This is an optimization exercise on Yosys and OpenROAD, whose aim is small area and a short achievable clock period, not a production implementation. In this exercise RTL edits were held to simulation tests only and were not proved equivalent to the original. The flow treats the clock pin as an ideal source, which a real chip does not have. Power and IR drop assume default switching activity.

## run 1
==> flow/design.v <==
`timescale 1ns / 1ps
module top_module(
    input clk,
    input rst,
    input [15:0] sw,
    input btnC,
    output reg [6:0] seg,
    output reg [3:0] an,
    output reg bitti,
    output [1:0] p
    );
    reg btnC_prev;
    reg s0, sira, p0, p1;
    reg s1;              
    reg arm;             
    reg [15:0] sayi0, sayi1;
    reg [15:0] m;
    assign p = {p1, p0};
    wire gir = btnC & ~btnC_prev;
    wire cmp = btnC & arm;
    wire [15:0] tah_n = ~(sw & {16{s1}});
    wire [15:0] sa_n;    
    mux16 smux(.sel(sira), .a(sayi0), .b(sayi1), .y_n(sa_n));
    wire [15:0] m_n;
    match_matrix mm(.g_n(tah_n), .s_n(sa_n), .m(m_n));
    always @(posedge clk) begin
        if (rst) begin
            btnC_prev <= 1'b0;
            s0 <= 1'b0;
            p0 <= 1'b1;
            s1 <= 1'b0;
            sira <= 1'b0;
            p1 <= 1'b1;
            arm <= 1'b0;
        end else begin
            btnC_prev <= btnC;
            arm <= ~btnC & s0 & ~bitti;
            if (gir) begin
                s0 <= 1'b1;
                if (s0) begin
                    p0 <= 1'b0;
                    s1 <= 1'b1;
                end
                sira <= ~sira;
            end
            if (cmp) p1 <= ~sira;
        end
    end
    wire win = btnC & arm & ~rst;
    wire bitti_n;
    win_set ws(.keep(bitti & ~rst), .win(win), .d({m_n[15], m_n[10], m_n[5], m_n[0]}), .y(bitti_n));
    always @(posedge clk)
        bitti <= bitti_n;
    always @(posedge clk) begin
        if (!s0) sayi0 <= sw;
        if (!s1) sayi1 <= sw;
        if (cmp) m <= m_n;
    end
    wire [3:0] v;
    digit_sel ds(.m(m), .s1(s1), .an(an), .v(v));
    wire [6:0] seg_n;
    hex7 hx(.v(v), .seg(seg_n));
    always @(posedge clk) begin
        if (rst) begin
            an <= 4'b1111;
            seg <= 7'b000_0000;
        end else begin
            an <= {an[2:0], an[3] & ~&an[2:0]};
            seg <= seg_n;
        end
    end
endmodule
module mux16(
    input sel,
    input [15:0] a,
    input [15:0] b,
    output [15:0] y_n
    );
    assign y_n = ~(sel ? a : b);
endmodule
module match_matrix(
    input [15:0] g_n,
    input [15:0] s_n,
    output [15:0] m
    );
    genvar i, j;
    generate
        for (i = 0; i < 4; i = i + 1) begin : gi
            for (j = 0; j < 4; j = j + 1) begin : gj
                eq4 e(.a(g_n[4*i +: 4]), .b(s_n[4*j +: 4]), .y(m[4*i+j]));
            end
        end
    endgenerate
endmodule
module eq4(
    input [3:0] a,
    input [3:0] b,
    output y
    );
    assign y = a == b;
endmodule
module digit_sel(
    input [15:0] m,
    input s1,
    input [3:0] an,
    output reg [3:0] v
    );
    function [1:0] fa(input x, input y, input z);
        fa = {(x & y) | (x & z) | (y & z), x ^ y ^ z};
    endfunction
    wire [1:0] d0 = fa(m[0], m[5], m[10]);
    wire b0 = d0[0] ^ m[15];
    wire e0 = d0[0] & m[15];
    wire [2:0] bull = {d0[1] & e0, d0[1] ^ e0, b0};
    wire [1:0] f0 = fa(m[1], m[2], m[3]);
    wire [1:0] f1 = fa(m[4], m[6], m[7]);
    wire [1:0] f2 = fa(m[8], m[9], m[11]);
    wire [1:0] f3 = fa(m[12], m[13], m[14]);
    wire [1:0] g0 = fa(f0[0], f1[0], f2[0]);
    wire [1:0] g1 = fa(f0[1], f1[1], f2[1]);
    wire c0 = g0[0] ^ f3[0];
    wire k0 = g0[0] & f3[0];
    wire [1:0] g2 = fa(g0[1], g1[0], f3[1]);
    wire c1, k1, h, c2, c3;
    g_xor2 x1(.a(g2[0]), .b(k0), .y(c1));
    g_and2 a1(.a(g2[0]), .b(k0), .y(k1));
    g_xor2 x2(.a(g1[1]), .b(g2[1]), .y(h));
    g_xor2 x3(.a(h), .b(k1), .y(c2));
    g_maj3 j3(.a(g1[1]), .b(g2[1]), .c(k1), .y(c3));
    wire [3:0] cow = {c3, c2, c1, c0};
    always @(*)
        if (!an[0]) v = 4'hC;
        else if (!an[1]) v = s1 ? {1'b0, bull} : 4'h0;
        else if (!an[2]) v = 4'hB;
        else v = s1 ? cow : 4'h0;
endmodule
module hex7(
    input [3:0] v,
    output [6:0] seg
    );
    assign seg[0] = (~v[3] & ~v[2] & ~v[1]) | (v[3] & v[2]) | (v[2] & v[1] & v[0]);
    assign seg[1] = (~v[3] & ~v[2] & v[0]) | (~v[3] & ~v[2] & v[1]) | (~v[3] & v[1] & v[0]);
    assign seg[2] = (~v[3] & v[0]) | (~v[1] & v[0]) | (~v[3] & v[2] & ~v[1]);
    assign seg[3] = (v[3] & v[1] & ~v[0]) | (v[2] & v[1] & v[0]) | (~v[3] & v[2] & ~v[1] & ~v[0]) | (~v[3] & ~v[2] & ~v[1] & v[0]);
    assign seg[4] = (v[3] & v[2]) | (~v[3] & ~v[2] & v[1] & ~v[0]);
    assign seg[5] = (v[3] & v[2]) | (v[2] & v[1] & ~v[0]) | (v[3] & v[1] & v[0]) | (v[2] & ~v[1] & v[0]);
    assign seg[6] = (v[3] & v[1] & v[0]) | (~v[3] & v[2] & ~v[1] & ~v[0]) | (~v[3] & ~v[2] & ~v[1] & v[0]);
endmodule
module win_set(
    input keep,
    input win,
    input [3:0] d,
    output y
    );
    wire nd;
    g_nand4 n(.a(d), .y(nd));
    g_o21ai o(.a1(~win), .a2(nd), .b1(~keep), .y(y));
endmodule
module g_xor2(input a, input b, output y);
    assign y = a ^ b;
endmodule
module g_and2(input a, input b, output y);
    assign y = a & b;
endmodule
module g_maj3(input a, input b, input c, output y);
    assign y = (a & b) | (a & c) | (b & c);
endmodule
module g_nand4(input [3:0] a, output y);
    assign y = ~&a;
endmodule
module g_o21ai(input a1, input a2, input b1, output y);
    assign y = ~((a1 | a2) & b1);
endmodule
export LEC_CHECK = 0
export ABC_AREA = 0
export CAP_MARGIN = 20
export CORE_MARGIN = 2
export CORE_UTILIZATION = 70
export SLEW_MARGIN = 20
export SYNTH_HIERARCHICAL = 1
create_clock -name core_clock -period 12.5 [get_ports {clk}]
standard.sh (not shown) runs the stock make flow with config.mk's settings and CLKGATE_MAP_FILE= SYNTH_SCRIPT=/design/flow/synth_recipe.tcl, a recipe that flattens the netlist after the stock synthesis.
==> flow/flow/run.sh <==
#!/bin/bash
# The standard ORFS layout (standard.sh) with three changes: plain
# buffers (not delay cells) on the ports, no dummy loads in the clock tree,
# and after clock tree synthesis a resizing pass (flow/post_cts.tcl) that
# sizes the critical paths up to a tighter target and then downsizes the
# cells that are larger than the timing needs. Each step's full output goes
# to its own log here (synth.log, layout.log) and to ORFS's logs/.
set -euo pipefail
here=$(pwd)
bash standard.sh synth > synth.log 2>&1
bash standard.sh \
  "BUFFER_PORTS_ARGS=-buffer_cell sky130_fd_sc_hd__buf_1" \
  "CTS_ARGS=-sink_clustering_enable -repair_clock_nets -dont_use_dummy_load" \
  "POST_CTS_TCL=$here/flow/post_cts.tcl" \
  finish > layout.log 2>&1
==> flow/flow/margin.txt <==
9.15
==> flow/flow/post_cts.tcl <==
set here [file dirname [info script]]
source [file join $here downsize.tcl]
set fp [open [file join $here margin.txt]]
set margin [string trim [read $fp]]
close $fp
estimate_parasitics -placement
puts "post_cts: worst slack before [worst_slack -max]"
repair_timing -setup -setup_margin $margin -skip_last_gasp
set ws [worst_slack -max]
puts "post_cts: worst slack after repair $ws"
puts "post_cts: downsized [my_downsize [expr {min($ws, $margin)}]] cells"
repair_timing -setup -setup_margin $margin -skip_last_gasp
puts "post_cts: worst slack after downsizing [worst_slack -max]"
repair_timing -hold
detailed_placement
estimate_parasitics -placement
repair_timing -setup -setup_margin $margin -skip_last_gasp
repair_timing -hold
detailed_placement
check_placement -verbose
estimate_parasitics -placement
puts "post_cts: worst slack final [worst_slack -max] hold [worst_slack -min]"
Other scripts of this flow, unchanged in this note and not shown: flow/flow/downsize.tcl
> inputs changed (run 1 -> run 2)
==> flow/flow/margin.txt <==
9.1
-- flow/flow/post_cts.tcl --
<<< run 1, line 10
puts "post_cts: worst slack after repair $ws"
puts "post_cts: downsized [my_downsize [expr {min($ws, $margin)}]] cells"
repair_timing -setup -setup_margin $margin -skip_last_gasp
puts "post_cts: worst slack after downsizing [worst_slack -max]"
repair_timing -hold
detailed_placement
estimate_parasitics -placement
repair_timing -setup -setup_margin $margin -skip_last_gasp
repair_timing -hold
detailed_placement
>>> run 2, line 10
puts "post_cts: worst slack after repair $ws"
puts "post_cts: downsized [my_downsize [expr {min($ws, $margin)}]] cells"
repair_timing -setup -setup_margin $margin
puts "post_cts: worst slack after downsizing [worst_slack -max]"
repair_timing -hold
detailed_placement
Results
Run 2 ran to completion and came out clean on the timing, DRC and antenna checks. Run 2 against run 1; count of non-CTS buffers in the layout is down by more than 10%. Changes observed in run 2 relative to run 1: first-pass GRT wire length fell by about 3.2%, final period utilization rose 0.35 points, detailed-route via count lower, worst setup slack has decreased. Between run 1 and run 2, sequential share of layout area is higher for run 2, run 1 comes in under that. Changes observed in run 2 relative to run 1: critical path's largest stage delay rose 0.05 ns, first-iteration DRC count went down 12%, total chip power decreased by about 1% relative to the old numbers, global-route usage moved down.
Here is what was changed in the inputs of run 3 compared with run 2.
-- flow/flow/post_cts.tcl --
<<< run 2, line 10
puts "post_cts: worst slack after repair $ws"
puts "post_cts: downsized [my_downsize [expr {min($ws, $margin)}]] cells"
repair_timing -setup -setup_margin $margin
puts "post_cts: worst slack after downsizing [worst_slack -max]"
repair_timing -hold
detailed_placement
>>> run 3, line 10
puts "post_cts: worst slack after repair $ws"
puts "post_cts: downsized [my_downsize [expr {min($ws, $margin)}]] cells"
repair_timing -setup -setup_margin $margin -skip_last_gasp
puts "post_cts: worst slack after downsizing [worst_slack -max]"
repair_timing -hold
detailed_placement
estimate_parasitics -placement
repair_timing -setup -setup_margin $margin -skip_last_gasp
repair_timing -hold
detailed_placement
==> results.txt <==
- [compare] base=run 2 new=run 3: met1 routing resource usage after global routing roughly the same; number of cells on the worst hold path held steady.
- Looking at run 2 and run 3, the total number of vias is a wash.
- Buffer share of cell area: run 3 vs run 2 — no meaningful difference
- Relative to run 2, instance count on the critical path has gone down in run 3.
- Run 3 reached the end of the flow, and the finished layout is clean on the timing, DRC and antenna checks.
- Compared with run 2, in run 3 total wire length -0.75%, fmax increased by 0.96% relative to the old numbers, final critical-path setup slack went up 0.033 ns.

what the ideal ports hide:
Ports are ideal in the flow. The routed layouts listed here were re-timed in OpenROAD.
Step 1 sets driving cells, clkbuf_16 on the clock port and buf_2 on the other inputs (assumed; they add their load-dependent delay and slew).
Step 2 adds t to the input delays and takes it off the output delays; t is the mean of the earliest and latest rising clock arrival at the registers after step 1. Input paths then give back, and output paths get back, about the clock's delay inside the block.
Three values: no drivers, after step 1, after step 2; two values: the first two.
| run | shift t [ns] | setup WS [ns] | slew at the worst register clock pin (ns) | worst data-port slew with drivers (ns) | pins driven straight from the clock port |
|---|---|---|---|---|---|
| run 1 | 0.353 | 9.083 / 9.087 / 8.734 | 0.07 / 0.07 | 0.03 | 1 |
| run 2 | 0.347 | 9.039 / 9.039 / 8.700 | 0.07 / 0.07 | 0.03 | 1 |
| run 3 | 0.353 | 9.072 / 9.079 / 8.726 | 0.07 / 0.07 | 0.03 | 1 |
After both steps every run listed still meets setup and hold. For run 1, which loses most, drivers alone change the setup slack by +0.004 ns; drivers and shift together by -0.349 ns.
